This design comes from an exercise in tuning for small area and a short achievable clock period on the open sky130 flow, not from production work.
In this exercise RTL edits were held to simulation tests only and were not proved equivalent to the original.

## gamma
==> flow/design.v <==
module ic_ao3n (
    input  logic a1, b1, a2, b2, a3, b3,
    output logic y
);
    assign y = ~((a1 & b1) | (a2 & b2) | (a3 & b3));
endmodule
module ic_oh32 (
    input  logic [31:0] s,
    input  logic [31:0] d,
    output logic        q
);
    logic [10:0] y;
    for (genvar k = 0; k < 10; k++) begin : g_ao
        ic_ao3n u_ao (.a1(s[3*k]),   .b1(d[3*k]),
                      .a2(s[3*k+1]), .b2(d[3*k+1]),
                      .a3(s[3*k+2]), .b3(d[3*k+2]), .y(y[k]));
    end
    assign y[10] = ~((s[30] & d[30]) | (s[31] & d[31]));
    assign q = ~&y;
endmodule
module ic_ohmux #(parameter int W = 5) (
    input  logic [31:0]     sel,
    input  logic [32*W-1:0] d,
    output logic [W-1:0]    q
);
    for (genvar b = 0; b < W; b++) begin : g_bit
        logic [31:0] col;
        for (genvar i = 0; i < 32; i++) begin : g_col
            assign col[i] = d[W*i + b];
        end
        ic_oh32 u_oh (.s(sel), .d(col), .q(q[b]));
    end
endmodule
module ic_elim_p (
    input  logic [31:0] c,
    input  logic [31:0] p,
    input  logic [31:0] v,
    output logic [31:0] c_out_n
);
    wire [31:0] z   = c & ~(p & v);
    wire        any = |z;
    assign c_out_n = ~(z | (c & {32{~any}}));
endmodule
module ic_elim_n (
    input  logic [31:0] c_n,
    input  logic [31:0] p,
    input  logic [31:0] v,
    output logic [31:0] c_out
);
    wire [31:0] z_n = c_n | (p & v);
    wire        any = ~&z_n;
    assign c_out = ~(z_n & (c_n | {32{any}}));
endmodule
module ic_first_stage (
    input  logic c_n,
    input  logic seen_in,
    output logic first,
    output logic seen_out
);
    assign first    = ~(c_n | seen_in);
    assign seen_out = seen_in | ~c_n;
endmodule
module ic_first (
    input  logic [31:0] c_n,
    output logic [31:0] first
);
    logic [32:0] seen;
    assign seen[0] = 1'b0;
    assign first[0] = ~c_n[0];
    assign seen[1]  = ~c_n[0];
    for (genvar i = 1; i < 32; i++) begin : g_st
        ic_first_stage u_st (.c_n(c_n[i]), .seen_in(seen[i]),
                             .first(first[i]), .seen_out(seen[i+1]));
    end
endmodule
module interrupt_controller (
    input  logic         PCLK,
    input  logic         rstn,
    input  logic         PSEL,
    input  logic         PENABLE,
    input  logic         PWRITE,
    input  logic [4:0]   PADDR,
    input  logic [31:0]  PWDATA,
    output logic [31:0]  PRDATA,
    output logic         PREADY,
    output logic         PSLVERR,
    input  logic [31:0]  IRQ,
    input  logic [4:0]   index,
    output logic [3:0]   INT,
    output logic [4:0]   IRQ_VECTOR
);
logic [31:0] irq_enable;
logic [31:0] irq_disable;
logic [31:0] irq_status;
logic [31:0] irq_type;         
logic        type_valid;       
logic [31:0] irq_ack;
logic [31:0] irq_f;
logic [31:0] tbl_valid;
logic [4:0]  irq_priority     [31:0];
logic [3:0]  irq_map          [31:0];
logic [4:0]  irq_vector_table [31:0];
wire acc = PSEL & PENABLE;
wire wr  = acc & PWRITE;
wire rd  = acc & ~PWRITE;
wire wr_status = wr & (PADDR == 5'h00);
wire wr_enable = wr & (PADDR == 5'h04);
wire wr_disable= wr & (PADDR == 5'h08);
wire wr_prio   = wr & (PADDR == 5'h0C);
wire wr_ack    = wr & (PADDR == 5'h10);
wire wr_type   = wr & (PADDR == 5'h14);
wire wr_vec    = wr & (PADDR == 5'h18);
wire wr_map    = wr & (PADDR == 5'h1C);
wire wr_tbl    = wr_prio | wr_vec | wr_map;
logic [31:0] idx_oh;
always_comb
    for (int i = 0; i < 32; i++)
        idx_oh[i] = (index == i[4:0]);
always_ff @(posedge PCLK)
    irq_f <= IRQ;
always_ff @(posedge PCLK or negedge rstn)
    if (!rstn)
        irq_status <= 32'b0;
    else if (wr_status)
        irq_status <= irq_status | PWDATA;
    else
        irq_status <= (irq_status | (irq_f & ~irq_disable & irq_enable)) & ~(~(irq_type & {32{type_valid}}) & irq_ack);
always_ff @(posedge PCLK or negedge rstn)
    if (!rstn) begin
        irq_enable  <= 32'b0;
        irq_disable <= 32'b0;
        irq_ack     <= 32'b0;
    end else begin
        if (wr_enable)  irq_enable  <= irq_enable  | PWDATA;
        if (wr_disable) irq_disable <= irq_disable | PWDATA;
        if (wr_ack)     irq_ack     <= irq_ack     | PWDATA;
    end
always_ff @(posedge PCLK or negedge rstn)
    if (!rstn)        type_valid <= 1'b0;
    else if (wr_type) type_valid <= 1'b1;
always_ff @(posedge PCLK)
    if (wr_type) irq_type <= PWDATA;
always_ff @(posedge PCLK or negedge rstn)
    if (!rstn)       tbl_valid <= 32'b0;
    else if (wr_tbl) tbl_valid <= tbl_valid | idx_oh;
wire [4:0] d_prio = PWDATA[4:0] & {5{wr_prio}};
wire [4:0] d_vec  = PWDATA[4:0] & {5{wr_vec}};
wire [3:0] d_map  = PWDATA[3:0] & {4{wr_map}};
always_ff @(posedge PCLK)
    for (int i = 0; i < 32; i++) begin
        if (idx_oh[i] & (wr_prio | (wr_tbl & ~tbl_valid[i]))) irq_priority[i]     <= d_prio;
        if (idx_oh[i] & (wr_map  | (wr_tbl & ~tbl_valid[i]))) irq_map[i]          <= d_map;
        if (idx_oh[i] & (wr_vec  | (wr_tbl & ~tbl_valid[i]))) irq_vector_table[i] <= d_vec;
    end
logic [159:0] prio_flat, vec_flat;
logic [127:0] map_flat;
logic [31:0]  prio_bit [0:4];
always_comb
    for (int i = 0; i < 32; i++) begin
        prio_flat[5*i +: 5] = irq_priority[i];
        vec_flat[5*i +: 5]  = irq_vector_table[i];
        map_flat[4*i +: 4]  = irq_map[i];
        for (int b = 0; b < 5; b++)
            prio_bit[b][i] = irq_priority[i][b];
    end
wire [31:0] rd_sel = idx_oh & tbl_valid;
logic [4:0] rd_prio, rd_vec;
logic [3:0] rd_map;
ic_ohmux #(.W(5)) u_rd_prio (.sel(rd_sel), .d(prio_flat), .q(rd_prio));
ic_ohmux #(.W(5)) u_rd_vec  (.sel(rd_sel), .d(vec_flat),  .q(rd_vec));
ic_ohmux #(.W(4)) u_rd_map  (.sel(rd_sel), .d(map_flat),  .q(rd_map));
logic [8:0] rd_word;
always_comb begin
    rd_word[0] = rd & (PADDR == 5'h00);
    rd_word[1] = rd & (PADDR == 5'h04);
    rd_word[2] = rd & (PADDR == 5'h08);
    rd_word[3] = rd & (PADDR == 5'h0C);
    rd_word[4] = rd & (PADDR == 5'h10);
    rd_word[5] = rd & (PADDR == 5'h14);
    rd_word[6] = rd & (PADDR == 5'h18);
    rd_word[7] = rd & (PADDR == 5'h1C);
    rd_word[8] = ~rd;
end
wire rd_type = rd_word[5] & type_valid;
logic [31:0] prdata_d;
for (genvar b = 0; b < 32; b++) begin : g_prdata
    logic [2:0] y;
    ic_ao3n u_ao0 (.a1(rd_word[0]), .b1(irq_status[b]),
                   .a2(rd_word[1]), .b2(irq_enable[b]),
                   .a3(rd_word[2]), .b3(irq_disable[b]), .y(y[0]));
    ic_ao3n u_ao1 (.a1(rd_word[4]), .b1(irq_ack[b]),
                   .a2(rd_type),    .b2(irq_type[b]),
                   .a3(rd_word[8]), .b3(PRDATA[b]),      .y(y[1]));
    if (b < 4) begin : g_tbl
        ic_ao3n u_ao2 (.a1(rd_word[3]), .b1(rd_prio[b]),
                       .a2(rd_word[6]), .b2(rd_vec[b]),
                       .a3(rd_word[7]), .b3(rd_map[b]),  .y(y[2]));
    end else if (b == 4) begin : g_tbl4
        assign y[2] = ~((rd_word[3] & rd_prio[b]) | (rd_word[6] & rd_vec[b]));
    end else begin : g_no_tbl
        assign y[2] = 1'b1;
    end
    assign prdata_d[b] = ~&y;
end
always_ff @(posedge PCLK or negedge rstn)
    if (!rstn) PRDATA <= 32'b0;
    else       PRDATA <= prdata_d;
always_ff @(posedge PCLK or negedge rstn)
    if (!rstn)    PREADY <= 1'b0;
    else if (acc) PREADY <= 1'b1;
assign PSLVERR = 1'b0;
logic [31:0] c1_n, c2, c3_n, c4, c5_n;
ic_elim_p u_e4 (.c(irq_status), .p(prio_bit[4]), .v(tbl_valid), .c_out_n(c1_n));
ic_elim_n u_e3 (.c_n(c1_n),     .p(prio_bit[3]), .v(tbl_valid), .c_out(c2));
ic_elim_p u_e2 (.c(c2),         .p(prio_bit[2]), .v(tbl_valid), .c_out_n(c3_n));
ic_elim_n u_e1 (.c_n(c3_n),     .p(prio_bit[1]), .v(tbl_valid), .c_out(c4));
ic_elim_p u_e0 (.c(c4),         .p(prio_bit[0]), .v(tbl_valid), .c_out_n(c5_n));
logic [31:0] first;
ic_first u_first (.c_n(c5_n), .first(first));
wire valid = ~&c5_n[30:0];
wire [31:0] sel_oh = {~valid, first[30:0]};
wire [31:0] vec_pick = sel_oh & tbl_valid;
wire [31:0] map_pick = {first[31] & tbl_valid[31], vec_pick[30:0]};
logic [4:0] vec_sel;
logic [3:0] map_sel;
ic_ohmux #(.W(5)) u_sel_vec (.sel(vec_pick), .d(vec_flat), .q(vec_sel));
ic_ohmux #(.W(4)) u_sel_map (.sel(map_pick), .d(map_flat), .q(map_sel));
always_ff @(posedge PCLK or negedge rstn)
    if (!rstn) INT <= 4'b0000;
    else if (map_sel[3:2] == 2'b00) INT[map_sel[1:0]] <= valid;
always_ff @(posedge PCLK or negedge rstn)
    if (!rstn) IRQ_VECTOR <= 5'b11111;
    else       IRQ_VECTOR <= vec_sel;
endmodule
clock: 100.0 ns
lec_check: 0
cap_margin: 20
core_margin: 2
core_utilization: 35
place_density: 0.5
slew_margin: 20
synth_hierarchical: 1
synth_minimum_keep_size: 0
standard.sh (not shown) runs the stock make flow with config.mk's settings and CLKGATE_MAP_FILE= SYNTH_SCRIPT=/design/flow/synth_recipe.tcl, a recipe that flattens the netlist after the stock synthesis.
==> flow/flow/run.sh <==
#!/bin/bash
# Standard ORFS flow, with smaller port buffers, a clock tree of larger
# sink clusters without dummy loads, and timing repair asked to leave extra
# setup slack so that IO paths get optimised too.
export BUFFER_PORTS_ARGS="-buffer_cell sky130_fd_sc_hd__buf_1"
export SETUP_SLACK_MARGIN=78
export CTS_ARGS="-sink_clustering_enable -repair_clock_nets -dont_use_dummy_load -buf_list {sky130_fd_sc_hd__clkbuf_4} -sink_clustering_size 8 -sink_clustering_max_diameter 50"
bash standard.sh > standard.log 2>&1
diff inputs: gamma => beta
--- a/flow/design.v
+++ b/flow/design.v
@@ -93,12 +93,13 @@
 logic [31:0] irq_disable;
 logic [31:0] irq_status;
 logic [31:0] irq_type;         
 logic        type_valid;       
 logic [31:0] irq_ack;
 logic [31:0] irq_f;
+logic [7:0]  grp_valid;        
 logic [31:0] tbl_valid;
 logic [4:0]  irq_priority     [31:0];
 logic [3:0]  irq_map          [31:0];
 logic [4:0]  irq_vector_table [31:0];
 wire acc = PSEL & PENABLE;
 wire wr  = acc & PWRITE;
@@ -137,23 +138,33 @@
     end
 always_ff @(posedge PCLK or negedge rstn)
     if (!rstn)        type_valid <= 1'b0;
     else if (wr_type) type_valid <= 1'b1;
 always_ff @(posedge PCLK)
     if (wr_type) irq_type <= PWDATA;
-always_ff @(posedge PCLK or negedge rstn)
-    if (!rstn)       tbl_valid <= 32'b0;
-    else if (wr_tbl) tbl_valid <= tbl_valid | idx_oh;
-wire [4:0] d_prio = PWDATA[4:0] & {5{wr_prio}};
-wire [4:0] d_vec  = PWDATA[4:0] & {5{wr_vec}};
-wire [3:0] d_map  = PWDATA[3:0] & {4{wr_map}};
+wire [7:0] grp_hit   = {8{wr_tbl}} & (8'b1 << index[4:2]);
+always_ff @(posedge PCLK or negedge rstn)
+    if (!rstn) grp_valid <= 8'b0;
+    else       grp_valid <= grp_valid | grp_hit;
+always_comb
+    for (int i = 0; i < 32; i++)
+        tbl_valid[i] = grp_valid[i/4];
+logic [4:0] d_prio [0:3];
+logic [4:0] d_vec  [0:3];
+logic [3:0] d_map  [0:3];
+always_comb
+    for (int k = 0; k < 4; k++) begin
+        d_prio[k] = PWDATA[4:0] & {5{wr_prio & (index[1:0] == k[1:0])}};
+        d_vec[k]  = PWDATA[4:0] & {5{wr_vec  & (index[1:0] == k[1:0])}};
+        d_map[k]  = PWDATA[3:0] & {4{wr_map  & (index[1:0] == k[1:0])}};
+    end
 always_ff @(posedge PCLK)
     for (int i = 0; i < 32; i++) begin
-        if (idx_oh[i] & (wr_prio | (wr_tbl & ~tbl_valid[i]))) irq_priority[i]     <= d_prio;
-        if (idx_oh[i] & (wr_map  | (wr_tbl & ~tbl_valid[i]))) irq_map[i]          <= d_map;
-        if (idx_oh[i] & (wr_vec  | (wr_tbl & ~tbl_valid[i]))) irq_vector_table[i] <= d_vec;
+        if ((idx_oh[i] & wr_prio) | ~grp_valid[i/4]) irq_priority[i]     <= d_prio[i%4];
+        if ((idx_oh[i] & wr_map)  | ~grp_valid[i/4]) irq_map[i]          <= d_map[i%4];
+        if ((idx_oh[i] & wr_vec)  | ~grp_valid[i/4]) irq_vector_table[i] <= d_vec[i%4];
     end
 logic [159:0] prio_flat, vec_flat;
 logic [127:0] map_flat;
 logic [31:0]  prio_bit [0:4];
 always_comb
     for (int i = 0; i < 32; i++) begin
==> comparison <==
beta went all the way through synthesis, placement and routing and the layout is clean on timing, DRC and antenna. gamma: flow completed, timing, DRC and antenna clean. The length of the first detailed-routing pass in iterations in beta was higher than what gamma gave. Delta (beta minus gamma): total wirelength of the detailed-routed design climbed about 8%, number of sequential cells decreased 3.4%, number of inverters outside the clock class in the layout went down, multi-input gate area in the final layout down about 1.9%. Die footprint, beta vs gamma: down by a few percent.

separate check: timing with driven ports:
In the flow no input, the clock included, has a driving cell. The finished layouts below were timed again as built, in two steps. Step 1 (the two cells are an assumption about what drives the block):
set clk [get_ports {PCLK}]
set_driving_cell -lib_cell sky130_fd_sc_hd__clkbuf_16 $clk
set_driving_cell -lib_cell sky130_fd_sc_hd__buf_2 [delete_from_list [all_inputs] $clk]
Step 2, shift: input delay + t, output delay - t, t = (earliest + latest rising clock arrival at the registers) / 2. This alone moves slack from input paths to output paths. a / b / c = ideal ports / drivers / drivers and shift; a / b = the first two.
| run | t (ns) | setup slack, ns | pins driven straight from the clock port |
|---|---|---|---|
| gamma | 0.982 | 77.920 / 77.953 / 76.972 | 1 |
| beta | 0.962 | 77.817 / 77.839 / 76.877 | 1 |
After both steps every run listed still meets setup and hold. For gamma, which loses most, drivers alone change the setup slack by +0.033 ns; drivers and shift together by -0.948 ns.
